Background: an optimization exercise with open tools, aiming at small area, a short achievable clock period and few clock cycles. Do not read the settings as production practice.
Function was checked by simulation only, so behaviour that the tests miss may differ from the original.
Power is estimated from default activity; no workload was simulated.

==> flow/design.v <==
module IMC(
    clk,
    rst_n,
    IN_VALID,
    IN,
    OUT_VALID,
    OUT
    );
input           clk, rst_n, IN_VALID;
input  [ 3:0]   IN;
output reg      OUT_VALID;
output reg [13:0] OUT;
reg  [3:0] t;                    
reg  [3:0] p3, p2, p1, p0;
wire dt1;
wire dt2;
wire dt3;
wire dt4;
wire dt5;
wire dt6;
wire dt7;
wire dt8;
wire dt9;
wire dt10;
wire dt11;
wire dt12;
wire dt13;
wire dt14;
wire dt15;
wire dt16;
wire dt17;
wire dt18;
wire dt19;
wire dt20;
wire dt21;
wire dt22;
wire dt23;
wire dt24;
wire dt25;
wire dt26;
wire dt27;
wire dt28;
wire dt29;
wire dt30;
wire dt31;
wire dt32;
wire dt33;
wire dt34;
wire dt35;
wire dt36;
wire dt37;
wire dt38;
wire dt39;
wire dt40;
wire dt41;
wire dt42;
wire dt43;
wire dt44;
wire dt45;
wire dt46;
wire dt47;
wire dt48;
wire dt49;
wire dt50;
assign dt1 = ((p3[0] & p0[2])) ^ ((p3[1] & p0[1])) ^ ((p3[2] & p0[0]));
assign dt2 = (((p3[0] & p0[2])) & ((p3[1] & p0[1]))) | (((p3[0] & p0[2])) & ((p3[2] & p0[0]))) | (((p3[1] & p0[1])) & ((p3[2] & p0[0])));
assign dt3 = (~(p3[0] & p0[3])) ^ ((p3[1] & p0[2])) ^ ((p3[2] & p0[1]));
assign dt4 = ((~(p3[0] & p0[3])) & ((p3[1] & p0[2]))) | ((~(p3[0] & p0[3])) & ((p3[2] & p0[1]))) | (((p3[1] & p0[2])) & ((p3[2] & p0[1])));
assign dt5 = (~(p3[3] & p0[0])) ^ ((p2[0] & p1[3])) ^ (~(p2[1] & p1[2]));
assign dt6 = ((~(p3[3] & p0[0])) & ((p2[0] & p1[3]))) | ((~(p3[3] & p0[0])) & (~(p2[1] & p1[2]))) | (((p2[0] & p1[3])) & (~(p2[1] & p1[2])));
assign dt7 = (~(p3[1] & p0[3])) ^ ((p3[2] & p0[2])) ^ (~(p3[3] & p0[1]));
assign dt8 = ((~(p3[1] & p0[3])) & ((p3[2] & p0[2]))) | ((~(p3[1] & p0[3])) & (~(p3[3] & p0[1]))) | (((p3[2] & p0[2])) & (~(p3[3] & p0[1])));
assign dt9 = ((p2[1] & p1[3])) ^ (~(p2[2] & p1[2])) ^ ((p2[3] & p1[1]));
assign dt10 = (((p2[1] & p1[3])) & (~(p2[2] & p1[2]))) | (((p2[1] & p1[3])) & ((p2[3] & p1[1]))) | ((~(p2[2] & p1[2])) & ((p2[3] & p1[1])));
assign dt11 = ((p3[0] & p0[1])) ^ ((p3[1] & p0[0])) ^ (~(p2[0] & p1[1]));
assign dt12 = (((p3[0] & p0[1])) & ((p3[1] & p0[0]))) | (((p3[0] & p0[1])) & (~(p2[0] & p1[1]))) | (((p3[1] & p0[0])) & (~(p2[0] & p1[1])));
assign dt13 = (~(p2[0] & p1[2])) ^ (~(p2[1] & p1[1])) ^ (~(p2[2] & p1[0]));
assign dt14 = ((~(p2[0] & p1[2])) & (~(p2[1] & p1[1]))) | ((~(p2[0] & p1[2])) & (~(p2[2] & p1[0]))) | ((~(p2[1] & p1[1])) & (~(p2[2] & p1[0])));
assign dt15 = (~(p2[2] & p1[1])) ^ ((p2[3] & p1[0])) ^ (1'b1);
assign dt16 = ((~(p2[2] & p1[1])) & ((p2[3] & p1[0]))) | ((~(p2[2] & p1[1])) & (1'b1)) | (((p2[3] & p1[0])) & (1'b1));
assign dt17 = (dt2) ^ (dt3) ^ (dt5);
assign dt18 = ((dt2) & (dt3)) | ((dt2) & (dt5)) | ((dt3) & (dt5));
assign dt19 = (1'b1) ^ (dt4) ^ (dt6);
assign dt20 = ((1'b1) & (dt4)) | ((1'b1) & (dt6)) | ((dt4) & (dt6));
assign dt21 = (dt7) ^ (dt9) ^ (dt16);
assign dt22 = ((dt7) & (dt9)) | ((dt7) & (dt16)) | ((dt9) & (dt16));
assign dt23 = (~(p3[2] & p0[3])) ^ (~(p3[3] & p0[2])) ^ ((p2[2] & p1[3]));
assign dt24 = ((~(p3[2] & p0[3])) & (~(p3[3] & p0[2]))) | ((~(p3[2] & p0[3])) & ((p2[2] & p1[3]))) | ((~(p3[3] & p0[2])) & ((p2[2] & p1[3])));
assign dt25 = ((p2[3] & p1[2])) ^ (dt8) ^ (dt10);
assign dt26 = (((p2[3] & p1[2])) & (dt8)) | (((p2[3] & p1[2])) & (dt10)) | ((dt8) & (dt10));
assign dt27 = (1'b1) ^ (dt1) ^ (dt12);
assign dt28 = ((1'b1) & (dt1)) | ((1'b1) & (dt12)) | ((dt1) & (dt12));
assign dt29 = (dt14) ^ (dt15) ^ (dt17);
assign dt30 = ((dt14) & (dt15)) | ((dt14) & (dt17)) | ((dt15) & (dt17));
assign dt31 = (dt18) ^ (dt19) ^ (dt21);
assign dt32 = ((dt18) & (dt19)) | ((dt18) & (dt21)) | ((dt19) & (dt21));
assign dt33 = (dt20) ^ (dt22) ^ (dt23);
assign dt34 = ((dt20) & (dt22)) | ((dt20) & (dt23)) | ((dt22) & (dt23));
assign dt35 = ((p3[3] & p0[3])) ^ (~(p2[3] & p1[3])) ^ (dt24);
assign dt36 = (((p3[3] & p0[3])) & (~(p2[3] & p1[3]))) | (((p3[3] & p0[3])) & (dt24)) | ((~(p2[3] & p1[3])) & (dt24));
assign dt37 = ((p3[0] & p0[0])) ^ (~(p2[0] & p1[0])) ^ (1'b1);
assign dt38 = (((p3[0] & p0[0])) & (~(p2[0] & p1[0]))) | (((p3[0] & p0[0])) & (1'b1)) | ((~(p2[0] & p1[0])) & (1'b1));
assign dt39 = (~(p2[1] & p1[0])) ^ (1'b1) ^ (dt11);
assign dt40 = ((~(p2[1] & p1[0])) & (1'b1)) | ((~(p2[1] & p1[0])) & (dt11)) | ((1'b1) & (dt11));
assign dt41 = (dt13) ^ (dt27) ^ (dt40);
assign dt42 = ((dt13) & (dt27)) | ((dt13) & (dt40)) | ((dt27) & (dt40));
assign dt43 = (dt28) ^ (dt29) ^ (dt42);
assign dt44 = ((dt28) & (dt29)) | ((dt28) & (dt42)) | ((dt29) & (dt42));
assign dt45 = (dt30) ^ (dt31) ^ (dt44);
assign dt46 = ((dt30) & (dt31)) | ((dt30) & (dt44)) | ((dt31) & (dt44));
assign dt47 = (dt25) ^ (dt32) ^ (dt33);
assign dt48 = ((dt25) & (dt32)) | ((dt25) & (dt33)) | ((dt32) & (dt33));
assign dt49 = (dt26) ^ (dt34) ^ (dt35);
assign dt50 = ((dt26) & (dt34)) | ((dt26) & (dt35)) | ((dt34) & (dt35));
wire [7:0] det = {dt36,dt48,dt46,dt45,dt43,dt41,dt38,dt37} + {dt50,dt49,dt47,1'b0,1'b0,1'b0,dt39,1'b0};
wire [6:0]  dlow = {|det[5:0], |det[4:0], |det[3:0], |det[2:0], |det[1:0], det[0], 1'b0};
wire [6:0]  dmag = det[6:0] ^ ({7{det[7]}} & dlow);
wire        nonsing = |det;
reg  [6:0]  D;                   
reg         sd;                  
wire [16:0] R;                   
wire rg0;
wire rg1;
wire rg2;
wire rg3;
wire rg4;
wire rg5;
wire rg6;
wire rg7;
wire rg8;
wire rg9;
wire rg10;
wire rg11;
wire rg12;
wire rg13;
wire rg14;
wire rg15;
wire rg16;
wire rg17;
wire rg18;
wire rg19;
wire rg20;
wire rg21;
wire rg22;
wire rg23;
wire rg24;
wire rg25;
wire rg26;
wire rg27;
wire rg28;
wire rg29;
wire rg30;
wire rg31;
wire rg32;
wire rg33;
wire rg34;
wire rg35;
wire rg36;
wire rg37;
wire rg38;
wire rg39;
wire rg40;
wire rg41;
wire rg42;
wire rg43;
wire rg44;
wire rg45;
wire rg46;
wire rg47;
wire rg48;
wire rg49;
wire rg50;
wire rg51;
wire rg52;
wire rg53;
wire rg54;
wire rg55;
wire rg56;
wire rg57;
wire rg58;
wire rg59;
wire rg60;
wire rg61;
wire rg62;
wire rg63;
wire rg64;
wire rg65;
wire rg66;
wire rg67;
wire rg68;
wire rg69;
wire rg70;
wire rg71;
wire rg72;
wire rg73;
wire rg74;
wire rg75;
wire rg76;
wire rg77;
wire rg78;
wire rg79;
wire rg80;
wire rg81;
wire rg82;
wire rg83;
wire rg84;
wire rg85;
wire rg86;
wire rg87;
wire rg88;
wire rg89;
wire rg90;
wire rg91;
wire rg92;
wire rg93;
wire rg94;
wire rg95;
wire rg96;
wire rg97;
wire rg98;
wire rg99;
wire rg100;
wire rg101;
wire rg102;
wire rg103;
wire rg104;
wire rg105;
wire rg106;
wire rg107;
wire rg108;
wire rg109;
wire rg110;
wire rg111;
wire rg112;
wire rg113;
wire rg114;
wire rg115;
wire rg116;
wire rg117;
wire rg118;
wire rg119;
wire rg120;
wire rg121;
wire rg122;
wire rg123;
wire rg124;
wire rg125;
wire rg126;
wire rg127;
wire rg128;
wire rg129;
wire rg130;
wire rg131;
wire rg132;
wire rg133;
wire rg134;
wire rg135;
wire rg136;
wire rg137;
wire rg138;
wire rg139;
wire rg140;
wire rg141;
wire rg142;
wire rg143;
wire rg144;
wire rg145;
wire rg146;
wire rg147;
wire rg148;
wire rg149;
wire rg150;
wire rg151;
wire rg152;
wire rg153;
wire rg154;
wire rg155;
wire rg156;
wire rg157;
wire rg158;
wire rg159;
wire rg160;
wire rg161;
wire rg162;
wire rg163;
wire rg164;
wire rg165;
wire rg166;
wire rg167;
wire rg168;
wire rg169;
wire rg170;
wire rg171;
wire rg172;
wire rg173;
wire rg174;
wire rg175;
wire rg176;
wire rg177;
wire rg178;
wire rg179;
wire rg180;
wire rg181;
wire rg182;
wire rg183;
wire rg184;
wire rg185;
wire rg186;
wire rg187;
wire rg188;
wire rg189;
wire rg190;
wire rg191;
wire rg192;
wire rg193;
wire rg194;
wire rg195;
wire rg196;
wire rg197;
wire rg198;
wire rg199;
wire rg200;
wire rg201;
wire rg202;
wire rg203;
wire rg204;
wire rg205;
wire rg206;
wire rg207;
wire rg208;
wire rg209;
wire rg210;
wire rg211;
wire rg212;
wire rg213;
wire rg214;
wire rg215;
wire rg216;
wire rg217;
wire rg218;
wire rg219;
wire rg220;
wire rg221;
wire rg222;
wire rg223;
wire rg224;
wire rg225;
wire rg226;
wire rg227;
wire rg228;
wire rg229;
wire rg230;
wire rg231;
wire rg232;
wire rg233;
wire rg234;
wire rg235;
wire rg236;
wire rg237;
wire rg238;
wire rg239;
wire rg240;
wire rg241;
wire rg242;
wire rg243;
wire rg244;
wire rg245;
wire rg246;
wire rg247;
wire rg248;
wire rg249;
wire rg250;
wire rg251;
wire rg252;
wire rg253;
wire rg254;
wire rg255;
wire rg256;
wire rg257;
wire rg258;
wire rg259;
wire rg260;
wire rg261;
wire rg262;
wire rg263;
wire rg264;
wire rg265;
wire rg266;
wire rg267;
wire rg268;
wire rg269;
wire rg270;
wire rg271;
wire rg272;
wire rg273;
wire rg274;
wire rg275;
wire rg276;
wire rg277;
wire rg278;
wire rg279;
wire rg280;
wire rg281;
wire rg282;
wire rg283;
wire rg284;
wire rg285;
wire rg286;
wire rg287;
wire rg288;
wire rg289;
wire rg290;
wire rg291;
wire rg292;
wire rg293;
wire rg294;
wire rg295;
wire rg296;
wire rg297;
wire rg298;
wire rg299;
wire rg300;
wire rg301;
wire rg302;
wire rg303;
wire rg304;
wire rg305;
wire rg306;
wire rg307;
wire rg308;
wire rg309;
wire rg310;
wire rg311;
wire rg312;
wire rg313;
wire rg314;
wire rg315;
wire rg316;
wire rg317;
wire rg318;
wire rg319;
wire rg320;
wire rg321;
wire rg322;
wire rg323;
wire rg324;
wire rg325;
wire rg326;
wire rg327;
wire rg328;
wire rg329;
wire rg330;
assign rg306 = ~D[2];
assign rg305 = ~D[1];
assign rg304 = ~(D[4] | D[5]);
assign rg303 = ~(D[5] | D[6]);
assign rg302 = rg304 & ~(D[6]);
assign rg301 = D[0] | ~(D[1]);
assign rg300 = ~(D[3] | D[2]);
assign rg299 = D[1] & ~(D[2]);
assign rg298 = D[3] | D[0];
assign rg297 = rg299 & ~(rg298);
assign rg296 = ~(D[3] | D[4]);
assign R[15] = rg302 & rg297;
assign rg295 = D[0] & D[1];
assign rg294 = D[2] | rg295;
assign rg293 = D[0] | D[1];
assign rg292 = ~(D[2] & rg293);
assign rg291 = D[0] & ~(D[2]);
assign rg290 = ~(D[1] & rg291);
assign rg289 = D[0] | ~(D[2]);
assign rg288 = D[2] & ~(rg293);
assign rg287 = rg290 & ~(rg288);
assign rg286 = D[3] | rg287;
assign R[14] = rg302 & ~(rg286);
assign rg285 = D[2] | ~(D[3]);
assign rg284 = D[2] | D[1];
assign rg283 = D[3] & ~(D[0]);
assign rg282 = rg293 | rg285;
assign rg281 = D[2] & D[1];
assign rg280 = ~(D[2] & D[1]);
assign rg279 = D[3] | rg280;
assign rg278 = D[0] & ~(D[3]);
assign rg277 = D[2] & D[0];
assign rg276 = ~(D[2] & rg278);
assign rg275 = D[3] | rg292;
assign rg274 = ~(rg282 & rg275);
assign R[13] = rg302 & rg274;
assign rg273 = ~(D[3] | D[1]);
assign rg272 = ~(D[3] | rg281);
assign rg271 = rg280 & rg278;
assign rg270 = D[3] | ~(rg295);
assign rg269 = ~(rg284 & rg278);
assign rg268 = rg281 | rg269;
assign rg267 = D[0] | rg284;
assign rg266 = D[3] & rg267;
assign rg265 = ~(D[4] | rg266);
assign rg264 = ~(rg268 & rg265);
assign rg263 = rg300 & ~(rg293);
assign rg262 = rg263 | ~(D[4]);
assign rg261 = rg303 & rg262;
assign R[12] = rg264 & rg261;
assign rg260 = D[4] | ~(rg263);
assign rg259 = D[5] & rg260;
assign rg258 = ~(D[6] | rg259);
assign rg257 = D[1] | ~(D[0]);
assign rg256 = rg301 & rg257;
assign rg255 = rg285 | rg256;
assign rg254 = rg298 | rg280;
assign rg253 = rg304 & rg254;
assign rg252 = ~(rg255 & rg253);
assign rg251 = D[4] & ~(D[5]);
assign rg250 = ~(rg263 & rg251);
assign rg249 = rg252 & rg250;
assign R[11] = rg258 & rg249;
assign rg248 = ~(rg304 & rg263);
assign rg247 = ~(D[6] & rg248);
assign rg246 = rg291 | ~(rg289);
assign rg245 = D[3] & rg280;
assign rg244 = ~(rg246 & rg245);
assign rg243 = ~(rg270 & rg244);
assign rg242 = ~(rg304 & rg243);
assign rg241 = rg272 & rg267;
assign rg240 = ~(rg251 & rg241);
assign rg239 = rg242 & rg240;
assign rg238 = ~(rg258 & rg239);
assign R[10] = rg247 & rg238;
assign rg237 = ~(D[4] | rg263);
assign rg236 = ~(D[3] & rg294);
assign rg235 = rg237 & rg236;
assign rg234 = ~(D[5] & rg235);
assign rg233 = D[2] & ~(rg295);
assign rg232 = D[2] & ~(rg256);
assign rg231 = rg295 ? rg285 : rg292;
assign rg230 = rg231 | ~(rg304);
assign rg229 = ~(D[3] | rg291);
assign rg228 = D[1] | rg291;
assign rg227 = rg284 | ~(rg298);
assign rg226 = ~(D[1] & rg229);
assign rg225 = ~(rg227 & rg226);
assign rg224 = ~(rg251 & rg225);
assign rg223 = rg230 & rg224;
assign rg222 = ~(rg234 & rg223);
assign R[9] = D[6] ? rg248 : rg222;
assign rg221 = ~(rg284 & rg280);
assign rg220 = D[0] | ~(rg284);
assign rg219 = D[0] ? D[2] : rg221;
assign rg218 = ~(D[3] | rg219);
assign rg217 = ~(D[4] | rg218);
assign rg216 = ~(rg236 & rg217);
assign rg215 = rg300 | ~(D[4]);
assign rg214 = D[5] & rg215;
assign rg213 = ~(rg216 & rg214);
assign rg212 = D[3] & rg284;
assign rg211 = D[0] | rg280;
assign rg210 = ~(rg212 & rg211);
assign rg209 = ~(rg268 & rg210);
assign rg208 = ~(rg304 & rg209);
assign rg207 = ~(D[3] & rg221);
assign rg206 = D[2] ? D[1] : D[0];
assign rg205 = rg283 | rg206;
assign rg204 = rg251 & rg205;
assign rg203 = ~(rg207 & rg204);
assign rg202 = rg208 & rg203;
assign rg201 = ~(rg213 & rg202);
assign rg200 = D[4] & ~(rg272);
assign rg199 = ~(D[5] | rg200);
assign rg198 = rg260 & rg199;
assign R[8] = D[6] ? rg198 : rg201;
assign rg197 = rg266 | rg215;
assign rg196 = ~(D[0] & rg281);
assign rg195 = rg236 | ~(rg196);
assign rg194 = D[3] | rg256;
assign rg193 = rg276 & rg194;
assign rg192 = rg195 & rg193;
assign rg191 = D[4] | rg192;
assign rg190 = ~(rg197 & rg191);
assign rg189 = ~(D[5] & rg190);
assign rg188 = D[3] | rg289;
assign rg187 = D[3] & ~(rg291);
assign rg186 = D[2] & rg301;
assign rg185 = ~(D[2] & rg256);
assign rg184 = ~(rg187 & rg185);
assign rg183 = ~(rg188 & rg184);
assign rg182 = ~(rg251 & rg183);
assign rg181 = ~(rg304 & rg293);
assign rg180 = D[3] ? rg206 : rg280;
assign rg179 = rg181 | rg180;
assign rg178 = rg182 & rg179;
assign rg177 = rg189 & rg178;
assign rg176 = D[6] | rg177;
assign rg175 = rg212 | ~(rg237);
assign rg174 = ~(rg199 & rg175);
assign rg173 = ~(rg296 & rg196);
assign rg172 = ~(D[5] & rg173);
assign rg171 = D[6] & rg172;
assign rg170 = ~(rg174 & rg171);
assign R[7] = ~(rg176 & rg170);
assign rg169 = ~(rg212 & rg196);
assign rg168 = ~(rg217 & rg169);
assign rg167 = D[4] & rg279;
assign rg166 = rg167 & ~(rg245);
assign rg165 = ~(D[5] | rg166);
assign rg164 = ~(rg168 & rg165);
assign rg163 = D[3] | rg284;
assign rg162 = ~(D[4] & rg163);
assign rg161 = rg172 | ~(rg162);
assign rg160 = D[6] & rg161;
assign rg159 = ~(rg164 & rg160);
assign rg158 = D[3] ? rg219 : rg228;
assign rg157 = ~(D[4] & rg158);
assign rg156 = ~(D[3] & rg257);
assign rg155 = ~(D[3] & rg256);
assign rg154 = ~(D[4] | rg271);
assign rg153 = ~(rg155 & rg154);
assign rg152 = D[5] & rg157;
assign rg151 = ~(rg153 & rg152);
assign rg150 = ~(rg289 & rg212);
assign rg149 = ~(rg286 & rg150);
assign rg148 = ~(rg251 & rg149);
assign rg147 = D[3] | rg299;
assign rg146 = rg304 & rg246;
assign rg145 = rg147 & rg146;
assign rg144 = ~(D[6] | rg145);
assign rg143 = rg148 & rg144;
assign rg142 = ~(rg151 & rg143);
assign R[6] = rg159 & rg142;
assign rg141 = rg306 ? rg257 : D[0];
assign rg140 = ~(rg272 & rg141);
assign rg139 = D[4] & rg140;
assign rg138 = ~(rg155 & rg139);
assign rg137 = D[3] | rg232;
assign rg136 = rg284 & rg283;
assign rg135 = ~(D[4] | rg136);
assign rg134 = ~(rg137 & rg135);
assign rg133 = ~(rg138 & rg134);
assign rg132 = ~(D[5] & rg133);
assign rg131 = rg304 & rg156;
assign rg130 = ~(rg137 & rg131);
assign rg129 = ~(rg293 & rg187);
assign rg128 = rg277 | ~(rg273);
assign rg127 = rg251 & rg128;
assign rg126 = ~(rg129 & rg127);
assign rg125 = rg130 & rg126;
assign rg124 = rg132 & rg125;
assign rg123 = D[6] | rg124;
assign rg122 = rg233 | rg147;
assign rg121 = rg285 & rg122;
assign rg120 = D[4] | rg121;
assign rg119 = D[5] & rg162;
assign rg118 = ~(rg120 & rg119);
assign rg117 = D[1] & rg289;
assign rg116 = ~(D[3] & rg117);
assign rg115 = rg194 & rg116;
assign rg114 = ~(rg304 & rg115);
assign rg113 = rg251 & ~(rg221);
assign rg112 = D[6] & ~(rg113);
assign rg111 = rg114 & rg112;
assign rg110 = ~(rg118 & rg111);
assign R[5] = ~(rg123 & rg110);
assign rg109 = rg270 & rg188;
assign rg108 = ~(rg265 & rg109);
assign rg107 = ~(D[3] & rg220);
assign rg106 = D[0] | ~(rg300);
assign rg105 = D[4] & rg106;
assign rg104 = rg194 & rg105;
assign rg103 = ~(rg107 & rg104);
assign rg102 = D[5] & rg103;
assign rg101 = ~(rg108 & rg102);
assign rg100 = ~(rg293 & rg280);
assign rg99 = D[5] | rg100;
assign rg98 = ~(rg162 | rg99);
assign rg97 = ~(D[6] | rg98);
assign rg96 = ~(D[3] & rg186);
assign rg95 = rg269 & rg96;
assign rg94 = ~(rg255 & rg95);
assign rg93 = ~(rg304 & rg94);
assign rg92 = rg97 & rg93;
assign rg91 = ~(rg101 & rg92);
assign rg90 = D[3] | rg221;
assign rg89 = ~(D[4] & rg90);
assign rg88 = rg117 | ~(rg296);
assign rg87 = D[5] & rg88;
assign rg86 = rg89 & rg87;
assign rg85 = ~(rg116 & rg86);
assign rg307 = ~(D[2] ^ rg301);
assign rg308 = ~(D[3] & rg307);
assign rg309 = D[3] ? rg307 : D[0];
assign rg310 = ~(rg304 & rg298);
assign rg311 = ~(rg304 & rg309);
assign rg312 = ~(rg305 & rg106);
assign rg313 = ~(rg251 & rg312);
assign rg314 = D[6] & rg313;
assign rg315 = rg311 & rg314;
assign rg316 = ~(rg85 & rg315);
assign R[4] = rg91 & rg316;
assign rg317 = ~(rg229 & rg211);
assign rg318 = rg308 & rg317;
assign rg319 = D[4] | rg318;
assign rg320 = D[4] & ~(D[3]);
assign rg321 = ~(rg257 & rg320);
assign rg322 = rg186 | rg321;
assign rg323 = ~(rg319 & rg322);
assign rg324 = ~(D[5] & rg323);
assign rg325 = ~(rg280 & rg155);
assign rg326 = ~(rg304 & rg325);
assign rg327 = D[6] & rg326;
assign rg328 = rg306 ? rg194 : rg298;
assign rg329 = rg283 | ~(rg328);
assign rg330 = ~(rg251 & rg329);
assign rg0 = rg327 & rg330;
assign rg1 = ~(rg324 & rg0);
assign rg2 = rg328 | ~(D[4]);
assign rg3 = ~(rg296 & rg233);
assign rg4 = rg255 & rg3;
assign rg5 = ~(rg2 & rg4);
assign rg6 = ~(D[5] & rg5);
assign rg7 = D[3] ? rg186 : rg219;
assign rg8 = rg7 | ~(rg251);
assign rg9 = ~(rg301 | rg300);
assign rg10 = rg304 & rg9;
assign rg11 = ~(D[6] | rg10);
assign rg12 = rg8 & rg11;
assign rg13 = ~(rg6 & rg12);
assign R[3] = rg1 & rg13;
assign rg14 = rg320 & ~(rg291);
assign rg15 = ~(rg211 & rg14);
assign rg16 = ~(D[1] | D[4]);
assign rg17 = ~(rg296 & rg288);
assign rg18 = rg306 & ~(rg155);
assign rg19 = ~(rg15 & rg17);
assign rg20 = rg18 | rg19;
assign rg21 = ~(D[5] & rg20);
assign rg22 = ~(rg300 & rg295);
assign rg23 = ~(D[3] & rg288);
assign rg24 = rg275 & rg23;
assign rg25 = ~(rg22 & rg24);
assign rg26 = ~(rg304 & rg25);
assign rg27 = ~(rg273 & rg246);
assign rg28 = ~(rg305 & rg187);
assign rg29 = ~(rg27 & rg28);
assign rg30 = rg251 & rg29;
assign rg31 = ~(D[6] | rg30);
assign rg32 = rg26 & rg31;
assign rg33 = ~(rg21 & rg32);
assign rg34 = rg272 & rg257;
assign rg35 = D[3] & rg100;
assign rg36 = ~(rg34 | rg35);
assign rg37 = D[4] | rg36;
assign rg38 = rg306 | rg321;
assign rg39 = ~(rg37 & rg38);
assign rg40 = ~(D[5] & rg39);
assign rg41 = ~(rg251 & rg34);
assign rg42 = rg206 | rg310;
assign rg43 = D[6] & rg42;
assign rg44 = rg41 & rg43;
assign rg45 = ~(rg40 & rg44);
assign R[2] = rg33 & rg45;
assign rg46 = D[0] ? rg280 : rg284;
assign rg47 = D[3] ? rg46 : rg287;
assign rg48 = D[4] | ~(rg47);
assign rg49 = D[5] & rg262;
assign rg50 = ~(rg48 & rg49);
assign rg51 = D[2] ? rg278 : rg283;
assign rg52 = ~(rg304 & rg51);
assign rg53 = rg251 & ~(rg22);
assign rg54 = rg277 & rg320;
assign rg55 = ~(D[5] & rg54);
assign rg56 = D[6] & rg55;
assign rg57 = rg52 & ~(rg53);
assign rg58 = rg56 & rg57;
assign rg59 = ~(rg50 & rg58);
assign rg60 = ~(rg16 & rg51);
assign rg61 = D[3] ? rg290 : rg46;
assign rg62 = rg61 | ~(D[4]);
assign rg63 = ~(rg60 & rg62);
assign rg64 = ~(D[5] & rg63);
assign rg65 = rg287 | ~(D[3]);
assign rg66 = ~(rg27 & rg65);
assign rg67 = ~(rg251 & rg66);
assign rg68 = rg136 | ~(rg22);
assign rg69 = rg304 & rg68;
assign rg70 = ~(D[6] | rg69);
assign rg71 = rg67 & rg70;
assign rg72 = ~(rg64 & rg71);
assign R[1] = rg59 & rg72;
assign rg73 = ~(rg254 & rg23);
assign rg74 = ~(rg304 & rg73);
assign rg75 = ~(rg56 & rg74);
assign rg76 = D[3] | rg257;
assign rg77 = rg282 & rg76;
assign rg78 = D[4] | rg77;
assign rg79 = ~(rg117 & rg14);
assign rg80 = ~(rg78 & rg79);
assign rg81 = D[5] & rg80;
assign rg82 = rg282 | ~(rg251);
assign rg83 = D[6] | ~(rg82);
assign rg84 = rg81 | rg83;
assign R[0] = rg75 & rg84;
assign R[16] = rg302 & ~(rg163);
wire        res = (t != 4'd4);   
wire [3:0]  xlow = {|p3[2:0], |p3[1:0], p3[0], 1'b0};
wire [3:0]  m = (p3 ^ ({4{p3[3]}} & xlow)) & {4{res}};
wire        neg = res & (p3[3] ^ sd ^ (t == 4'd6 || t == 4'd7));
wire        s8 = m[3] | (m[2] & m[1] & m[0]);
wire        s4 = m[2] ^ (m[1] & m[0]);
wire        s1 = m[0];
wire        s2 = m[1] & ~m[0];
wire        n0 = m[1] & m[0];
wire mu1;
wire mu2;
wire mu3;
wire mu4;
wire mu5;
wire mu6;
wire mu7;
wire mu8;
wire mu9;
wire mu10;
wire mu11;
wire mu12;
wire mu13;
wire mu14;
wire mu15;
wire mu16;
wire mu17;
wire mu18;
wire mu19;
wire mu20;
wire mu21;
wire mu22;
wire mu23;
wire mu24;
wire mu25;
wire mu26;
wire mu27;
wire mu28;
wire mu29;
wire mu30;
wire mu31;
wire mu32;
wire mu33;
wire mu34;
wire mu35;
wire mu36;
wire mu37;
wire mu38;
wire mu39;
wire mu40;
wire mu41;
wire mu42;
wire mu43;
wire mu44;
wire mu45;
wire mu46;
wire mu47;
wire mu48;
wire mu49;
wire mu50;
wire mu51;
wire mu52;
wire mu53;
wire mu54;
wire mu55;
wire mu56;
wire mu57;
wire mu58;
wire mu59;
wire mu60;
wire mu61;
wire mu62;
wire mu63;
wire mu64;
wire mu65;
wire mu66;
wire mu67;
wire mu68;
wire mu69;
wire mu70;
wire mu71;
wire mu72;
wire mu73;
wire mu74;
wire mu75;
wire mu76;
wire mu77;
wire mu78;
wire mu79;
wire mu80;
assign mu1 = ((((s1 & R[0])) ^ n0)) & (1'b0);
assign mu2 = ((((s1 & R[1]) | (s2 & R[0])) ^ n0)) & (1'b0);
assign mu3 = ((((s1 & R[2]) | (s2 & R[1])) ^ n0)) & ((s4 & R[0]));
assign mu4 = ((((s1 & R[3]) | (s2 & R[2])) ^ n0)) & ((s4 & R[1]) | (s8 & R[0]));
assign mu5 = ((((s1 & R[4]) | (s2 & R[3])) ^ n0)) & ((s4 & R[2]) | (s8 & R[1]));
assign mu6 = ((((s1 & R[5]) | (s2 & R[4])) ^ n0)) & ((s4 & R[3]) | (s8 & R[2]));
assign mu7 = ((((s1 & R[6]) | (s2 & R[5])) ^ n0)) & ((s4 & R[4]) | (s8 & R[3]));
assign mu8 = ((((s1 & R[7]) | (s2 & R[6])) ^ n0)) & ((s4 & R[5]) | (s8 & R[4]));
assign mu9 = ((((s1 & R[8]) | (s2 & R[7])) ^ n0)) & ((s4 & R[6]) | (s8 & R[5]));
assign mu10 = ((((s1 & R[9]) | (s2 & R[8])) ^ n0)) & ((s4 & R[7]) | (s8 & R[6]));
assign mu11 = ((((s1 & R[10]) | (s2 & R[9])) ^ n0)) & ((s4 & R[8]) | (s8 & R[7]));
assign mu12 = ((((s1 & R[11]) | (s2 & R[10])) ^ n0)) & ((s4 & R[9]) | (s8 & R[8]));
assign mu13 = ((((s1 & R[12]) | (s2 & R[11])) ^ n0)) & ((s4 & R[10]) | (s8 & R[9]));
assign mu14 = ((((s1 & R[13]) | (s2 & R[12])) ^ n0)) & ((s4 & R[11]) | (s8 & R[10]));
assign mu15 = ((((s1 & R[14]) | (s2 & R[13])) ^ n0)) & ((s4 & R[12]) | (s8 & R[11]));
assign mu16 = ((((s1 & R[15]) | (s2 & R[14])) ^ n0)) & ((s4 & R[13]) | (s8 & R[12]));
assign mu17 = ((((s1 & R[16]) | (s2 & R[15])) ^ n0)) & ((s4 & R[14]) | (s8 & R[13]));
assign mu18 = ((((s2 & R[16])) ^ n0)) & ((s4 & R[15]) | (s8 & R[14]));
assign mu19 = (n0) & ((s4 & R[16]) | (s8 & R[15]));
assign mu20 = (n0) & ((s8 & R[16]));
assign mu21 = ((((s1 & R[0])) ^ n0)) ^ (1'b0);
assign mu22 = ((((s1 & R[1]) | (s2 & R[0])) ^ n0)) ^ (1'b0);
assign mu23 = ((((s1 & R[2]) | (s2 & R[1])) ^ n0)) ^ ((s4 & R[0]));
assign mu24 = ((((s1 & R[3]) | (s2 & R[2])) ^ n0)) ^ ((s4 & R[1]) | (s8 & R[0]));
assign mu25 = ((((s1 & R[4]) | (s2 & R[3])) ^ n0)) ^ ((s4 & R[2]) | (s8 & R[1]));
assign mu26 = ((((s1 & R[5]) | (s2 & R[4])) ^ n0)) ^ ((s4 & R[3]) | (s8 & R[2]));
assign mu27 = ((((s1 & R[6]) | (s2 & R[5])) ^ n0)) ^ ((s4 & R[4]) | (s8 & R[3]));
assign mu28 = ((((s1 & R[7]) | (s2 & R[6])) ^ n0)) ^ ((s4 & R[5]) | (s8 & R[4]));
assign mu29 = ((((s1 & R[8]) | (s2 & R[7])) ^ n0)) ^ ((s4 & R[6]) | (s8 & R[5]));
assign mu30 = ((((s1 & R[9]) | (s2 & R[8])) ^ n0)) ^ ((s4 & R[7]) | (s8 & R[6]));
assign mu31 = ((((s1 & R[10]) | (s2 & R[9])) ^ n0)) ^ ((s4 & R[8]) | (s8 & R[7]));
assign mu32 = ((((s1 & R[11]) | (s2 & R[10])) ^ n0)) ^ ((s4 & R[9]) | (s8 & R[8]));
assign mu33 = ((((s1 & R[12]) | (s2 & R[11])) ^ n0)) ^ ((s4 & R[10]) | (s8 & R[9]));
assign mu34 = ((((s1 & R[13]) | (s2 & R[12])) ^ n0)) ^ ((s4 & R[11]) | (s8 & R[10]));
assign mu35 = ((((s1 & R[14]) | (s2 & R[13])) ^ n0)) ^ ((s4 & R[12]) | (s8 & R[11]));
assign mu36 = ((((s1 & R[15]) | (s2 & R[14])) ^ n0)) ^ ((s4 & R[13]) | (s8 & R[12]));
assign mu37 = ((((s1 & R[16]) | (s2 & R[15])) ^ n0)) ^ ((s4 & R[14]) | (s8 & R[13]));
assign mu38 = ((((s2 & R[16])) ^ n0)) ^ ((s4 & R[15]) | (s8 & R[14]));
assign mu39 = (n0) ^ ((s4 & R[16]) | (s8 & R[15]));
assign mu40 = (n0) ^ ((s8 & R[16]));
assign mu41 = (mu1) | (n0 & mu21);
assign mu42 = (mu1 & mu22) | (mu2) | (n0 & mu21 & mu22);
assign mu43 = (mu1 & mu22 & mu23) | (mu2 & mu23) | (mu3) | (n0 & mu21 & mu22 & mu23);
assign mu44 = mu21 ^ (n0);
assign mu45 = mu22 ^ (mu41);
assign mu46 = mu23 ^ (mu42);
assign mu47 = (mu4) | (mu43 & mu24);
assign mu48 = (mu4 & mu25) | (mu5) | (mu43 & mu24 & mu25);
assign mu49 = (mu4 & mu25 & mu26) | (mu5 & mu26) | (mu6) | (mu43 & mu24 & mu25 & mu26);
assign mu50 = mu24 ^ (mu43);
assign mu51 = mu25 ^ (mu47);
assign mu52 = mu26 ^ (mu48);
assign mu53 = (mu7) | (mu49 & mu27);
assign mu54 = (mu7 & mu28) | (mu8) | (mu49 & mu27 & mu28);
assign mu55 = (mu7 & mu28 & mu29) | (mu8 & mu29) | (mu9) | (mu49 & mu27 & mu28 & mu29);
assign mu56 = mu27 ^ (mu49);
assign mu57 = mu28 ^ (mu53);
assign mu58 = mu29 ^ (mu54);
assign mu59 = (mu10) | (mu55 & mu30);
assign mu60 = (mu10 & mu31) | (mu11) | (mu55 & mu30 & mu31);
assign mu61 = (mu10 & mu31 & mu32) | (mu11 & mu32) | (mu12) | (mu55 & mu30 & mu31 & mu32);
assign mu62 = mu30 ^ (mu55);
assign mu63 = mu31 ^ (mu59);
assign mu64 = mu32 ^ (mu60);
assign mu65 = (mu13) | (mu61 & mu33);
assign mu66 = (mu13 & mu34) | (mu14) | (mu61 & mu33 & mu34);
assign mu67 = (mu13 & mu34 & mu35) | (mu14 & mu35) | (mu15) | (mu61 & mu33 & mu34 & mu35);
assign mu68 = mu33 ^ (mu61);
assign mu69 = mu34 ^ (mu65);
assign mu70 = mu35 ^ (mu66);
assign mu71 = (mu16) | (mu67 & mu36);
assign mu72 = (mu16 & mu37) | (mu17) | (mu67 & mu36 & mu37);
assign mu73 = (mu16 & mu37 & mu38) | (mu17 & mu38) | (mu18) | (mu67 & mu36 & mu37 & mu38);
assign mu74 = mu36 ^ (mu67);
assign mu75 = mu37 ^ (mu71);
assign mu76 = mu38 ^ (mu72);
assign mu77 = (mu19) | (mu73 & mu39);
assign mu78 = (mu19 & mu40) | (mu20) | (mu73 & mu39 & mu40);
assign mu79 = mu39 ^ (mu73);
assign mu80 = mu40 ^ (mu77);
wire [19:0] prod = {mu80,mu79,mu76,mu75,mu74,mu70,mu69,mu68,mu64,mu63,mu62,mu58,mu57,mu56,mu52,mu51,mu50,mu46,mu45,mu44};
wire [13:0] qout = (prod[19:6] ^ {14{neg}}) + {13'd0, neg};
wire        shift = ~t[2] & ~t[3];  
always @(posedge clk) begin
    if (shift) begin
        p3 <= p2; p2 <= p1; p1 <= p0; p0 <= IN;
    end else begin
        p3 <= p0; p2 <= p1; p1 <= p3; p0 <= p2;
    end
    if (t == 4'd4) begin
        D  <= dmag;
        sd <= det[7];
    end
    OUT <= qout;
end
always @(posedge clk) begin
    if (!rst_n) begin
        t <= 4'd0;
        OUT_VALID <= 1'b0;
    end else begin
        OUT_VALID <= 1'b0;
        case (t)
            4'd0: t <= IN_VALID ? 4'd1 : 4'd0;
            4'd4: begin
                t <= nonsing ? 4'd5 : 4'd0;
                OUT_VALID <= ~nonsing;
            end
            4'd5, 4'd6, 4'd7, 4'd8: begin
                t <= (t == 4'd8) ? 4'd0 : t + 4'd1;
                OUT_VALID <= 1'b1;
            end
            default: t <= t + 4'd1;
        endcase
    end
end
endmodule
==> flow/flow/run.sh <==
#!/bin/bash
# Layout flow: the standard synthesis, then the combinational logic between
# the (unchanged) flip-flops is mapped again by ABC for area; the rest is the
# standard ORFS layout, with the port buffers made of buf_2 cells.
set -euo pipefail
HERE=$(pwd)
F=$HERE/flow
LIB=$FLOW_HOME/platforms/sky130hd/lib/sky130_fd_sc_hd__tt_025C_1v80.lib
RES=$HERE/orfs/results/sky130hd/IMC/base
YOSYS=$FLOW_HOME/../tools/install/yosys/bin/yosys
[[ -x $YOSYS ]] || YOSYS=yosys

# 1. standard synthesis
bash standard.sh synth > synth.log 2>&1

# 2. re-map the combinational logic
cp $RES/1_2_yosys.v $HERE/standard_netlist.v
{
  echo "read_liberty -ignore_miss_func $LIB"
  echo "blackbox $(tr '\n' ' ' < $F/seq_cells.txt)"
  echo "read_verilog $HERE/standard_netlist.v"
  echo "hierarchy -top $FLOW_TOP"
  echo "flatten"
  echo "hierarchy -top $FLOW_TOP"
  echo "opt -purge"
  echo "abc -liberty $LIB -D 6000 -script $F/area.abc $(sed 's/^/-dont_use /' $F/dont_use.txt | tr '\n' ' ')"
  echo "opt_clean -purge"
  echo "hilomap -singleton -hicell sky130_fd_sc_hd__conb_1 HI -locell sky130_fd_sc_hd__conb_1 LO"
  echo "splitnets"
  echo "opt_clean -purge"
  echo "stat -liberty $LIB"
  echo "write_verilog -noattr -noexpr -nohex -nodec $HERE/resynth.v"
} > $HERE/resynth.ys
$YOSYS -s $HERE/resynth.ys > resynth.log 2>&1
cp $HERE/resynth.v $RES/1_2_yosys.v
rm -f $RES/1_synth.odb $RES/1_synth.sdc
touch $RES/1_2_yosys.v

# 3. the standard layout from the new netlist
bash standard.sh BUFFER_PORTS_ARGS="-buffer_cell sky130_fd_sc_hd__buf_2" finish > layout.log 2>&1
==> flow/flow/area.abc <==
strash
dc2
dch -f
amap
topo
buffer -c
upsize -c
dnsize -c
==> flow/flow/dont_use.txt <==
sky130_fd_sc_hd__lpflow_bleeder_1
sky130_fd_sc_hd__lpflow_clkbufkapwr_1
sky130_fd_sc_hd__lpflow_clkbufkapwr_16
sky130_fd_sc_hd__lpflow_clkbufkapwr_2
sky130_fd_sc_hd__lpflow_clkbufkapwr_4
sky130_fd_sc_hd__lpflow_clkbufkapwr_8
sky130_fd_sc_hd__lpflow_clkinvkapwr_1
sky130_fd_sc_hd__lpflow_clkinvkapwr_16
sky130_fd_sc_hd__lpflow_clkinvkapwr_2
sky130_fd_sc_hd__lpflow_clkinvkapwr_4
sky130_fd_sc_hd__lpflow_clkinvkapwr_8
sky130_fd_sc_hd__lpflow_decapkapwr_12
sky130_fd_sc_hd__lpflow_decapkapwr_3
sky130_fd_sc_hd__lpflow_decapkapwr_4
sky130_fd_sc_hd__lpflow_decapkapwr_6
sky130_fd_sc_hd__lpflow_decapkapwr_8
sky130_fd_sc_hd__lpflow_inputiso0n_1
sky130_fd_sc_hd__lpflow_inputiso0p_1
sky130_fd_sc_hd__lpflow_inputiso1n_1
sky130_fd_sc_hd__lpflow_inputiso1p_1
sky130_fd_sc_hd__lpflow_inputisolatch_1
sky130_fd_sc_hd__lpflow_isobufsrc_1
sky130_fd_sc_hd__lpflow_isobufsrc_16
sky130_fd_sc_hd__lpflow_isobufsrc_2
sky130_fd_sc_hd__lpflow_isobufsrc_4
sky130_fd_sc_hd__lpflow_isobufsrc_8
sky130_fd_sc_hd__lpflow_isobufsrckapwr_16
sky130_fd_sc_hd__lpflow_lsbuf_lh_hl_isowell_tap_1
sky130_fd_sc_hd__lpflow_lsbuf_lh_hl_isowell_tap_2
sky130_fd_sc_hd__lpflow_lsbuf_lh_hl_isowell_tap_4
sky130_fd_sc_hd__lpflow_lsbuf_lh_isowell_4
sky130_fd_sc_hd__lpflow_lsbuf_lh_isowell_tap_1
sky130_fd_sc_hd__lpflow_lsbuf_lh_isowell_tap_2
sky130_fd_sc_hd__lpflow_lsbuf_lh_isowell_tap_4
sky130_fd_sc_hd__probe_p_8
sky130_fd_sc_hd__probec_p_8
==> flow/flow/seq_cells.txt <==
sky130_fd_sc_hd__dfbbn_1
sky130_fd_sc_hd__dfbbn_2
sky130_fd_sc_hd__dfbbp_1
sky130_fd_sc_hd__dfrbp_1
sky130_fd_sc_hd__dfrbp_2
sky130_fd_sc_hd__dfrtn_1
sky130_fd_sc_hd__dfrtp_1
sky130_fd_sc_hd__dfrtp_2
sky130_fd_sc_hd__dfrtp_4
sky130_fd_sc_hd__dfsbp_1
sky130_fd_sc_hd__dfsbp_2
sky130_fd_sc_hd__dfstp_1
sky130_fd_sc_hd__dfstp_2
sky130_fd_sc_hd__dfstp_4
sky130_fd_sc_hd__dfxbp_1
sky130_fd_sc_hd__dfxbp_2
sky130_fd_sc_hd__dfxtp_1
sky130_fd_sc_hd__dfxtp_2
sky130_fd_sc_hd__dfxtp_4
sky130_fd_sc_hd__dlclkp_1
sky130_fd_sc_hd__dlclkp_2
sky130_fd_sc_hd__dlclkp_4
sky130_fd_sc_hd__dlrbn_1
sky130_fd_sc_hd__dlrbn_2
sky130_fd_sc_hd__dlrbp_1
sky130_fd_sc_hd__dlrbp_2
sky130_fd_sc_hd__dlrtn_1
sky130_fd_sc_hd__dlrtn_2
sky130_fd_sc_hd__dlrtn_4
sky130_fd_sc_hd__dlrtp_1
sky130_fd_sc_hd__dlrtp_2
sky130_fd_sc_hd__dlrtp_4
sky130_fd_sc_hd__dlxbn_1
sky130_fd_sc_hd__dlxbn_2
sky130_fd_sc_hd__dlxbp_1
sky130_fd_sc_hd__dlxtn_1
sky130_fd_sc_hd__dlxtn_2
sky130_fd_sc_hd__dlxtn_4
sky130_fd_sc_hd__dlxtp_1
sky130_fd_sc_hd__edfxbp_1
sky130_fd_sc_hd__edfxtp_1
sky130_fd_sc_hd__lpflow_inputisolatch_1
sky130_fd_sc_hd__sdfbbn_1
sky130_fd_sc_hd__sdfbbn_2
sky130_fd_sc_hd__sdfbbp_1
sky130_fd_sc_hd__sdfrbp_1
sky130_fd_sc_hd__sdfrbp_2
sky130_fd_sc_hd__sdfrtn_1
sky130_fd_sc_hd__sdfrtp_1
sky130_fd_sc_hd__sdfrtp_2
sky130_fd_sc_hd__sdfrtp_4
sky130_fd_sc_hd__sdfsbp_1
sky130_fd_sc_hd__sdfsbp_2
sky130_fd_sc_hd__sdfstp_1
sky130_fd_sc_hd__sdfstp_2
sky130_fd_sc_hd__sdfstp_4
sky130_fd_sc_hd__sdfxbp_1
sky130_fd_sc_hd__sdfxbp_2
sky130_fd_sc_hd__sdfxtp_1
sky130_fd_sc_hd__sdfxtp_2
sky130_fd_sc_hd__sdfxtp_4
sky130_fd_sc_hd__sdlclkp_1
sky130_fd_sc_hd__sdlclkp_2
sky130_fd_sc_hd__sdlclkp_4
sky130_fd_sc_hd__sedfxbp_1
sky130_fd_sc_hd__sedfxbp_2
sky130_fd_sc_hd__sedfxtp_1
sky130_fd_sc_hd__sedfxtp_2
sky130_fd_sc_hd__sedfxtp_4
==> flow/standard.sh <==
#!/bin/bash
# synth_recipe.tcl (not shown) runs the flow's synth.tcl, then flattens the netlist and writes it again
# the make line also repeats each setting of config.mk as NAME=value (left out here)
make -C /OpenROAD-flow-scripts/flow DESIGN_CONFIG=/design/flow/config.mk WORK_HOME=/design/flow/orfs CLKGATE_MAP_FILE= SYNTH_SCRIPT=/design/flow/synth_recipe.tcl "${@:-finish}"
==> flow/config.mk <==
export PLATFORM = sky130hd
export DESIGN_NAME = IMC
export DESIGN_NICKNAME = IMC
export VERILOG_FILES = /design/flow/design.v
export SDC_FILE = /design/flow/constraint.sdc
export NUM_CORES = 4
export LEC_CHECK = 0
export CAP_MARGIN = 20
export CORE_MARGIN = 2
export CORE_UTILIZATION = 40
export SLEW_MARGIN = 20
==> flow/constraint.sdc <==
create_clock -name core_clock -period 33.0 [get_ports {clk}]
set_input_delay 6.6000 -clock core_clock [delete_from_list [all_inputs] [get_ports {clk}]]
set_output_delay 6.6000 -clock core_clock [all_outputs]
set_load 0.01 [all_outputs]
==> flow_summary.ini, run 1 <==
[run_status]
status = complete, no violations

[timing]
grt_setup_unrepaired = false
fmax_mhz = 136.5
worst_slew_pin_slew_ns = 1.048
fin_setup_tns_ns = 0
period_share_pct = 22.21
period_needed_ns = 7.328
hold_viol_final = 0
finClkSkew_ns = 0.005747
slew_headroom_pct = 29.39
setup-violations-final = 0
slew_viol_final = 0

[clock_network]
clk_latency_ns = 0.29
post_cts_buffers = 0
cts_resized = 0
numCtsBuffers = 5
clockRootBuffer = clkbuf_16
clockBufferDepth = 2
path_clk_slew_ns = 0.06
h-tree-depth = 2
cts_tree = yes
holdBufCountCts = 0
cts_sinks = 43

[drt]
drc_errors = 0
viasPerCell = 5.980
wl_per_cell_um = 16.38
drt_iter0_drc = 723
vias = 5633
drt-total-wl_mm = 15.43
antenna_left = 0
drt-pass1-iter-count = 7

[worst_setup_path]
arrival_ns = 0.73
cp_slowest_cell = dfxtp_1
crit_chain = buf_2
crit_path_end_kind = output port
cp-start-kind = flip-flop
worstSetupPathType = flip-flop to output port
critPathTopFamily = flip-flops
path_buf_inv = 1
required_ns = 26.40
critPathMaxStageDelay_ns = 0.32
critPathMaxFanout = 1

[floorplanning]
io_pins = 22
fp.dieH_um = 111.9
std_cell_rows = 39
core-area_um2 = 11370
dieArea_um2 = 12510
floorplan.initialDensity_pct = 40.94
fp.dieW_um = 111.9

[power]
p_leak_uw = 0.002024
powerDensity_nw_per_um2 = 89.12
max-vdd-ir-drop_uv = 65.32

[grt]
grt.total_usage_pct = 24.30
grt_pass1_wl_mm = 25.02
antenna_found_initial = 0
grt_max_degree = 23
grt_pass1_vias = 5141
overflow = 0

[placed_design]
place_congestion = 1.007
detailed_place.area_um2 = 4900
portBuffers = 21
dp_hpwl_mm = 11.93

[logic_synthesis]
syn_nets = 785
synthCells = 778
yosys_warnings = 1
syn_area_um2 = 4654
avgSynthCellArea_um2 = 5.983

[layout]
area_delta_synth_final_pct = 8.710
drive_gt1_share_pct = 9.637
insertedDiodeCount = 0
final_cell_mix = nor2_1, o21ai_0, nand2_1, inv_1, a21oi_1
final_area_um2 = 5060
nNetsFinal = 805
final_common_cell = nor2_1

[run]
drv_cap = 0

[hold_path]
hp-class = flip-flop to flip-flop
==> registers in the layout (all words and copies together), names as in the netlist <==
register and count:
sd 1, p1 4, D 7, OUT_VALID 1, t 4, p2 4, p3 4, p0 4
OUT 14
==> layout make-up <==
class                           instances  area (µm²)
Timing Repair Buffer                   24       127.6
Tap cell                              143       178.9
Fill cell                            1211        6310
Sequential cell                        43       940.9
Clock buffer                            7       152.6
Clock inverter                          1       7.507
Multi-Input combinational cell        645        3321
Inverter                               79       331.6
==> per-layer routing <==
metal	vias to the layer above	routed length, µm	global-route usage (%)
met2	278	6885	39.64
met3	64	1135	3.157
met5	-	0	0
met4	0	645	13.17
li1	2808	-	-
met1	2483	6763	31.20
==> where the power goes <==
| group | switching, µW | leakage, µW | total [µW] | internal [µW] |
|---|---|---|---|---|
| clock | 21.0 | 0.0000761 | 53.2 | 32.2 |
| combinational | 206 | 0.00158 | 309 | 103 |
| sequential | 11.3 | 0.000366 | 88.3 | 77.1 |
| total | 238 | 0.00202 | 451 | 213 |
==> final timing paths <==
kind / endpoint / slack, ns / depth (start not counted) / from
min: p2[2] / 0.37 / 0 / p1[2]
min reg2reg: p2[2] / 0.37 / 0 / p1[2]
max: OUT[10] / 25.67 / 1 / OUT[10]
max reg2reg: OUT[12] / 26.57 / 23 / D[3]
==> per-stage QoR <==
| step | std cells | setup WS (ns) | hold slack [ns] | total power, µW | utilization [%] |
|---|---|---|---|---|---|
| floorplan | 778 | 25.85 | 0.3439 | 325.8 | - |
| global placement | 934 | 25.70 | 0.3652 | 389.6 | 43.09 |
| detailed placement | 934 | 25.65 | 0.3659 | 394.7 | 43.09 |
| CTS | 942 | 25.65 | 0.3734 | 449.3 | 44.50 |
| global route | 942 | 25.65 | 0.3810 | 503.3 | 44.50 |
| finish | 942 | 25.67 | 0.3706 | 450.9 | 44.50 |
Testbench counts, summed over its fixed seeds: cycles 118,728.
==> run 2: changes to the inputs <==
--- a/flow/flow/run.sh
+++ b/flow/flow/run.sh
@@ -23,7 +23,7 @@
   echo "flatten"
   echo "hierarchy -top $FLOW_TOP"
   echo "opt -purge"
-  echo "abc -liberty $LIB -D 6000 -script $F/area.abc $(sed 's/^/-dont_use /' $F/dont_use.txt | tr '\n' ' ')"
+  echo "abc -liberty $LIB -script $F/area.abc $(sed 's/^/-dont_use /' $F/dont_use.txt | tr '\n' ' ')"
   echo "opt_clean -purge"
   echo "hilomap -singleton -hicell sky130_fd_sc_hd__conb_1 HI -locell sky130_fd_sc_hd__conb_1 LO"
   echo "splitnets"
==> flow/flow/area.abc (replaced) <==
strash
dc2
dch -f
amap
==> run 2 against run 1 <==
  * Still clean
  * Synthesized cell count is 1.4% lower
  * Count of clock-buffer cells in the layout is 2 lower
  * Cell area is 4.9% lower
==> flow_summary.ini, run 2 <==
[run_status]
status = complete, no violations

[drt]
drt_iter0_drc = 511
viasPerCell = 6.071
vias = 5713
antenna_left = 0
drt-total-wl_mm = 15.66
wl_per_cell_um = 16.64
drc_errors = 0
drt-pass1-iter-count = 9

[power]
powerDensity_nw_per_um2 = 89.71
p_total_uw = 431.5
p_leak_uw = 0.001698
max-vdd-ir-drop_uv = 82.01

[worst_setup_path]
arrival_ns = 7.74
crit_top_cell = nor2_1
required_ns = 33.19
critPathMaxFanout = 22
worstSetupPathType = flip-flop to flip-flop
critPathMaxStageDelay_ns = 0.90
crit_path_end_kind = flip-flop
cp_slowest_cell = edfxtp_1
cp-start-kind = flip-flop

[timing]
slew_headroom_pct = 37.44
setup-violations-final = 0
period_share_pct = 22.87
period_needed_ns = 7.547
slew_viol_final = 0
hold_viol_final = 0
grt_setup_unrepaired = false
finClkSkew_ns = 0.006623
fin_setup_tns_ns = 0
worst_slew_pin_slew_ns = 0.9355
fmax_mhz = 132.5
holdWs_ns = 0.3851

[clock_network]
clk_latency_ns = 0.31
cts_resized = 0
clockBufferDepth = 2
cts_tree = yes
numCtsBuffers = 5
post_cts_buffers = 0
h-tree-depth = 2
path_clk_slew_ns = 0.10
clockRootBuffer = clkbuf_8
holdBufCountCts = 0
cts_sinks = 43

[layout]
largest_reg_flops = 14
insertedDiodeCount = 0
largest-register = OUT
area_delta_synth_final_pct = 9.329
multi_input_area_um2 = 3162
drive_gt1_share_pct = 4.245
largest_registers = OUT: 14 flops, D: 7 flops
final_cell_mix = nor2_1, o21ai_0, nand2_1, clkinv_1, a21oi_1
final_area_um2 = 4810
nNetsFinal = 807
final_common_cell = nor2_1
register_area_um2 = 940.9
fillers = 1151

[floorplanning]
floorplan.initialDensity_pct = 40.76
dieArea_um2 = 11850
io_pins = 22
core-area_um2 = 10790
fp.dieW_um = 108.9
fp.dieH_um = 108.9
std_cell_rows = 38

[grt]
grt.total_usage_pct = 26.83
grt_max_degree = 23
grt_pass1_wl_mm = 24.94
antenna_found_initial = 0
overflow = 0
grt_pass1_vias = 5095

[hold_path]
hp-class = flip-flop to flip-flop

[logic_synthesis]
avgSynthCellArea_um2 = 5.736
syn_nets = 774
yosys_warnings = 1
syn_area_um2 = 4399
synthCells = 767

[placed_design]
place_congestion = 1.054
portBuffers = 21
detailed_place.area_um2 = 4717
dp_hpwl_mm = 12.15

[run]
drv_cap = 0
[run 2: cell count changes in the layout (fill, tap and decap cells not counted), sizes merged]
cell,previous run,this run
clkinv,2,79
inv,77,1
buf,24,26
clkbuf,7,5
and2b,1,0
clkinvlp,1,2
nor2b,6,7
[run 2: final cells by class]
type,count,share of cell area [%]
clock inverter,3,0.4943
inverter,79,6.165
tap,140,3.642
timing repair buffer,26,2.966
sequential,43,19.56
multi-input combinational,645,65.74
clock buffer,5,1.431
[run 2: path summary, 6_finish.rpt]
kind	start	end	slack, ns	cells after the start
setup reg to reg	D[3]	OUT[12]	25.45	29
setup / recovery	D[3]	OUT[12]	25.45	29
hold reg to reg	p1[0]	p2[0]	0.39	0
hold / removal	p1[0]	p2[0]	0.39	0
[run 2: metrics by stage]
| step | setup WS [ns] | std cells | utilization, % |
|---|---|---|---|
| final | 25.45 | 941 | 44.56 |
| after global routing | 24.82 | 941 | 44.56 |
| after CTS | 25.62 | 941 | 44.56 |
| after detailed placement | 25.58 | 933 | 43.71 |
| after global placement | 25.71 | 933 | 43.71 |
| after floorplan | 25.86 | 767 | - |
[run 2: per-layer routing]
metal / vias up / global-route usage, % / wire, µm
li1: 2831 / - / -
met1: 2513 / 35.35 / 6886
met2: 303 / 42.50 / 6716
met3: 66 / 3.586 / 1309
met4: 0 / 14.19 / 748
met5: - / 0 / 0
[run 2: worst max-delay path: cells and delay by family, from the launching register on]
kind | cells | cell delay [ns]
DFF | 1 | 0.90
AOI/OAI and AO/OA | 15 | 3.01
and+or+nand+nor | 12 | 2.44
buffers and inverters | 2 | 1.07
[run 2: where the power goes]
part / internal (µW) / switching (µW) / total (µW) / leakage (µW)
sequential: 77.0 / 10.9 / 87.9 / 0.000366
clock: 15.2 / 21.9 / 37.1 / 0.0000408
combinational: 98.9 / 208 / 307 / 0.00129
==> run 3: changes to the inputs <==
--- a/flow/config.mk
+++ b/flow/config.mk
@@ -8,4 +8,6 @@
 export CAP_MARGIN = 20
 export CORE_MARGIN = 2
 export CORE_UTILIZATION = 40
+export CTS_CLUSTER_DIAMETER = 200
+export CTS_CLUSTER_SIZE = 50
 export SLEW_MARGIN = 20
==> run 3 against run 2 <==
  * Critical path depth unchanged
  * Synthesized cell count unchanged
  * Total power unchanged
  * First-iteration DRC count unchanged
  * Cell area unchanged
  * Synthesized area unchanged
  * Sequential share of layout area unchanged
  * Setup slack unchanged
  * Utilization unchanged
  * Via count unchanged
  * Count of clock-buffer cells in the layout unchanged
  * Global-route usage unchanged
  * Largest power group unchanged
==> flow_summary.ini, run 3 <==
[run_status]
status = complete, no violations

[worst_setup_path]
critPathMaxFanout = 22
worstSetupPathType = flip-flop to flip-flop
crit_top_cell = nor2_1
crit_path_end_kind = flip-flop
path_buf_inv = 2
critPathMaxStageDelay_ns = 0.90
cp-start-kind = flip-flop
required_ns = 33.19
cp_slowest_cell = edfxtp_1
arrival_ns = 7.74
critPathTopFamily = compound AO/OA/AOI/OAI gates

[timing]
period_needed_ns = 7.547
finClkSkew_ns = 0.006623
hold_viol_final = 0
slew_viol_final = 0
fmax_mhz = 132.5
grt_setup_unrepaired = false
fin_setup_tns_ns = 0
slew_headroom_pct = 37.44
worst_slew_pin_slew_ns = 0.9355
setup-violations-final = 0
period_share_pct = 22.87

[drt]
antenna_left = 0
drc_errors = 0
vias = 5713
drt-pass1-iter-count = 9
wl_per_cell_um = 16.64
drt_iter0_drc = 511
viasPerCell = 6.071
drt-total-wl_mm = 15.66

[power]
p_int_uw = 191.1
powerDensity_nw_per_um2 = 89.71
p_comb_share_pct = 71.0
max-vdd-ir-drop_uv = 82.01
seq_power_share_pct = 20.4
p_clk_share_pct = 8.6
p_leak_uw = 0.001698
power.switching_uw = 240.4
p_sw_share_pct = 55.71

[layout]
area_delta_synth_final_pct = 9.329
largest_registers = OUT: 14 flops, D: 7 flops
final_cell_mix = nor2_1, o21ai_0, nand2_1, clkinv_1, a21oi_1
final_common_cell = nor2_1
utilization_pct = 44.56
drive_gt1_share_pct = 4.245
nNetsFinal = 807
fillers = 1151
largest_reg_flops = 14
largest-register = OUT
final_area_um2 = 4810
insertedDiodeCount = 0
register_area_um2 = 940.9
multi_input_area_um2 = 3162

[clock_network]
cts_resized = 0
clockRootBuffer = clkbuf_8
h-tree-depth = 2
numCtsBuffers = 5
clk_latency_ns = 0.31
holdBufCountCts = 0
clockBufferDepth = 2
post_cts_buffers = 0
cts_tree = yes
cts_sinks = 43
path_clk_slew_ns = 0.10

[grt]
grt_pass1_vias = 5095
grt.total_usage_pct = 26.83
grt_pass1_wl_mm = 24.94
grt_max_degree = 23
overflow = 0
antenna_found_initial = 0

[floorplanning]
io_pins = 22
fp.dieW_um = 108.9
floorplan.initialDensity_pct = 40.76
fp.dieH_um = 108.9
std_cell_rows = 38
dieArea_um2 = 11850
core-area_um2 = 10790

[logic_synthesis]
syn_area_um2 = 4399
syn_nets = 774
synthCells = 767
avgSynthCellArea_um2 = 5.736
yosys_warnings = 1

[hold_path]
hp-class = flip-flop to flip-flop

[placed_design]
portBuffers = 21
dp_hpwl_mm = 12.15
place_congestion = 1.054
detailed_place.area_um2 = 4717

[run]
drv_cap = 0
-- run 3: cell counts in the layout (fill, tap and decap cells not counted) --
Identical to the previous run, type by type.
-- run 3: stage by stage --
| stage | total power, µW | instances | hold WS, ns | setup WS, ns |
|---|---|---|---|---|
| 4_1_cts | 427.0 | 941 | 0.3856 | 25.62 |
| 3_3_place_gp | 385.4 | 933 | 0.3665 | 25.71 |
| 5_1_grt | 481.2 | 941 | 0.3950 | 24.82 |
| 3_5_place_dp | 389.4 | 933 | 0.3712 | 25.58 |
| 2_1_floorplan | 314.2 | 767 | 0.3508 | 25.86 |
| 6_report | 431.5 | 941 | 0.3851 | 25.45 |
-- run 3: final timing paths --
| kind | from | end | slack [ns] | depth (start not counted) |
|---|---|---|---|---|
| worst min-delay path | p1[0] | p2[0] | 0.39 | 0 |
| worst max-delay path | D[3] | OUT[12] | 25.45 | 29 |
| worst min register to register | p1[0] | p2[0] | 0.39 | 0 |
| worst max register to register | D[3] | OUT[12] | 25.45 | 29 |
-- run 3: cell type report --
| cell class | count | share of cell area, % |
|---|---|---|
| inverters | 79 | 6.165 |
| flip-flops and latches | 43 | 19.56 |
| clock buffers | 5 | 1.431 |
| clock inverters | 3 | 0.4943 |
| multi-input cells | 645 | 65.74 |
| repair buffers | 26 | 2.966 |
| well taps | 140 | 3.642 |
-- run 3: metal layers --
layer / vias to the layer above / part of all wire [%] / GRT usage (%) / wire length, µm
li1: 2831 / - / - / -
met1: 2513 / 44 / 35.35 / 6886
met4: 0 / 4.8 / 14.19 / 748
met2: 303 / 43 / 42.50 / 6716
met3: 66 / 8.4 / 3.586 / 1309
met5: - / 0 / 0 / 0
-- run 3: power by group through the flow --
stage,Clock (µW),Sequential [µW],Combinational (µW)
6_report,37.1,87.9,307
2_1_floorplan,0,90.8,223
4_1_cts,37.1,87.6,302
5_1_grt,39.2,89.5,353
3_3_place_gp,0,89.0,296
3_5_place_dp,0,88.7,301
==> run 4: changes to the inputs <==
==> flow/flow/area.abc (replaced) <==
strash
dc2
dch -f
amap
topo
buffer -c
upsize -D 4500
dnsize -D 4500
--- a/flow/config.mk
+++ b/flow/config.mk
@@ -8,6 +8,4 @@
 export CAP_MARGIN = 20
 export CORE_MARGIN = 2
 export CORE_UTILIZATION = 40
-export CTS_CLUSTER_DIAMETER = 200
-export CTS_CLUSTER_SIZE = 50
 export SLEW_MARGIN = 20
==> run 4 against run 3 <==
  * Still clean on timing, DRC and antenna
  * Cell area grew 0.60%
  * Via count shrank 2.3%
  * Global-route usage grew 0.15 points
  * Clock power shrank 2%
  * Synthesized cell count grew 1.4%
  * Register-to-register slack gained 0.58 ns
  * Largest cell class unchanged
==> flow_summary.ini, run 4 <==
[worst_setup_path]
required_ns = 26.40
critPathMaxFanout = 1
worstSetupPathType = flip-flop to output port
critPathTopFamily = flip-flops
r2r-start = D[0]
cp-start-kind = flip-flop
crit_start = OUT[1]
critPathMaxStageDelay_ns = 0.32
path_buf_inv = 1
reg2reg_slack_ns = 26.03
crit_chain = buf_2
crit_path_end_kind = output port
cp_slowest_cell = dfxtp_1
arrival_ns = 0.74

[layout]
final_cell_mix = nor2_1, o21ai_0, nand2_1, inv_1, a21oi_1
largest-register = OUT
nNetsFinal = 808
final_cells = 942
drive_gt1_share_pct = 5.362
fillers = 1181
final_area_um2 = 4838
final_common_cell = nor2_1
area_delta_synth_final_pct = 8.532
largest_reg_flops = 14
insertedDiodeCount = 0
largest_registers = OUT: 14 flops, D: 7 flops

[timing]
setup-violations-final = 0
grt_setup_unrepaired = false
period_needed_ns = 7.341
slew_headroom_pct = 31.92
fin_setup_tns_ns = 0
slew_viol_final = 0
finClkSkew_ns = 0.007007
fmax_mhz = 136.2
worst_slew_pin_slew_ns = 1.011
hold_viol_final = 0
period_share_pct = 22.25

[grt]
grt.total_usage_pct = 26.97
grt_max_degree = 23
overflow = 0
grt_pass1_wl_mm = 25.55
grt_pass1_vias = 5159
antenna_found_initial = 0

[clock_network]
path_clk_slew_ns = 0.08
clk_latency_ns = 0.30
h-tree-depth = 2
cts_tree = yes
clockBufferDepth = 2
cts_sinks = 43
clockRootBuffer = clkbuf_8
post_cts_buffers = 0
numCtsBuffers = 5
holdBufCountCts = 0
cts_resized = 0

[logic_synthesis]
syn_area_um2 = 4458
syn_nets = 785
avgSynthCellArea_um2 = 5.730
yosys_warnings = 1
synthCells = 778

[placed_design]
dp_hpwl_mm = 11.92
place_congestion = 1.020
portBuffers = 21
placedCellCount = 934
detailed_place.area_um2 = 4740

[floorplanning]
core-area_um2 = 10840
floorplan.initialDensity_pct = 41.12
fp.dieW_um = 109.6
io_pins = 22
std_cell_rows = 38
dieArea_um2 = 12010
fp.dieH_um = 109.6

[power]
seq_power_share_pct = 20.4
p_comb_share_pct = 71.1
power.switching_uw = 230.7
p_leak_uw = 0.001982
p_int_uw = 193.6
p_clk_share_pct = 8.6
max-vdd-ir-drop_uv = 51.97
powerDensity_nw_per_um2 = 87.71
p_sw_share_pct = 54.37

[drt]
drc_errors = 0
viasPerCell = 5.926
drt-pass1-iter-count = 10
antenna_left = 0
wl_per_cell_um = 16.47
drt-total-wl_mm = 15.52
drt_iter0_drc = 414
vias = 5582

[hold_path]
hp-class = flip-flop to flip-flop
hold_start = p1[2]

[run_status]
status = complete, no violations

[run]
drv_cap = 0
-- run 4: final cells by class --
type / instances / area, µm² / area share (%)
clock buffer: 6 / 82.58 / 1.707
timing repair buffer: 27 / 150.1 / 3.103
clock inverter: 2 / 16.27 / 0.3362
sequential: 43 / 940.9 / 19.45
tap: 140 / 175.2 / 3.620
multi-input combinational: 645 / 3177 / 65.66
inverter: 79 / 296.5 / 6.129
-- run 4: stage by stage --
stage	util [%]	hold WS (ns)	setup WS, ns	total power, µW
after floorplan	-	0.3439	25.85	315.7
after global placement	43.72	0.3646	25.70	378.2
after detailed placement	43.72	0.3657	25.65	384.3
after CTS	44.63	0.3783	25.64	422.0
after global routing	44.63	0.3824	25.33	481.5
final	44.63	0.3731	25.66	424.4
-- run 4: metal layers --
layer	share of wire (%)	global-route usage (%)	vias to the layer above	wire length, µm
met1	43	35.55	2397	6670
li1	-	-	2810	-
met4	4.6	13.56	0	713
met5	0	0	-	0
met3	8.4	4.031	60	1311
met2	44	42.77	315	6820
-- run 4: power by group through the flow --
| stage | clock network (µW) | logic, µW | registers (µW) |
|---|---|---|---|
| 3_5_place_dp | 0 | 297 | 87.3 |
| 6_report | 36.3 | 302 | 86.5 |
| 4_1_cts | 37.2 | 299 | 86.2 |
| 2_1_floorplan | 0 | 225 | 90.5 |
| 5_1_grt | 39.4 | 354 | 88.3 |
| 3_3_place_gp | 0 | 291 | 87.0 |
-- run 4: final timing paths --
kind | end | cells after the start
hold reg to reg | p2[2] | 0
setup / recovery | OUT[1] | 1
hold / removal | p2[2] | 0
setup reg to reg | OUT[12] | 32

## separate check: timing with driven ports
How much do the figures lean on ideal ports? The routed layouts below were timed once more, with nothing changed but the port constraints. Step 1 assumes that a clkbuf_16 drives the clock port and a buf_2 every other input. Step 2 also shifts input and output timing later by t, the mid clock arrival at the registers, as if the neighbouring blocks saw the same clock. a / b / c = no drivers / after step 1 / after step 2; a / b = the first two.
| run | shift t [ns] | setup slack, ns | worst hold slack (ns) | worst setup path after step 2 | pins driven straight from the clock port |
|---|---|---|---|---|---|
| run 1 | 0.322 | 25.671 / 25.635 / 25.617 | 0.371 / 0.371 / 0.371 | input to register | 1 |
| run 2 | 0.340 | 25.453 / 25.453 / 25.453 | 0.385 / 0.385 / 0.385 | register to register | 1 |
| run 3 | 0.340 | 25.453 / 25.453 / 25.453 | 0.385 / 0.385 / 0.385 | register to register | 1 |
| run 4 | 0.334 | 25.659 / 25.626 / 25.633 | 0.373 / 0.373 / 0.373 | input to register | 1 |
After both steps setup and hold are still met in every run listed. For run 1, which loses most, drivers alone change the setup slack by -0.036 ns; drivers and shift together by -0.054 ns.
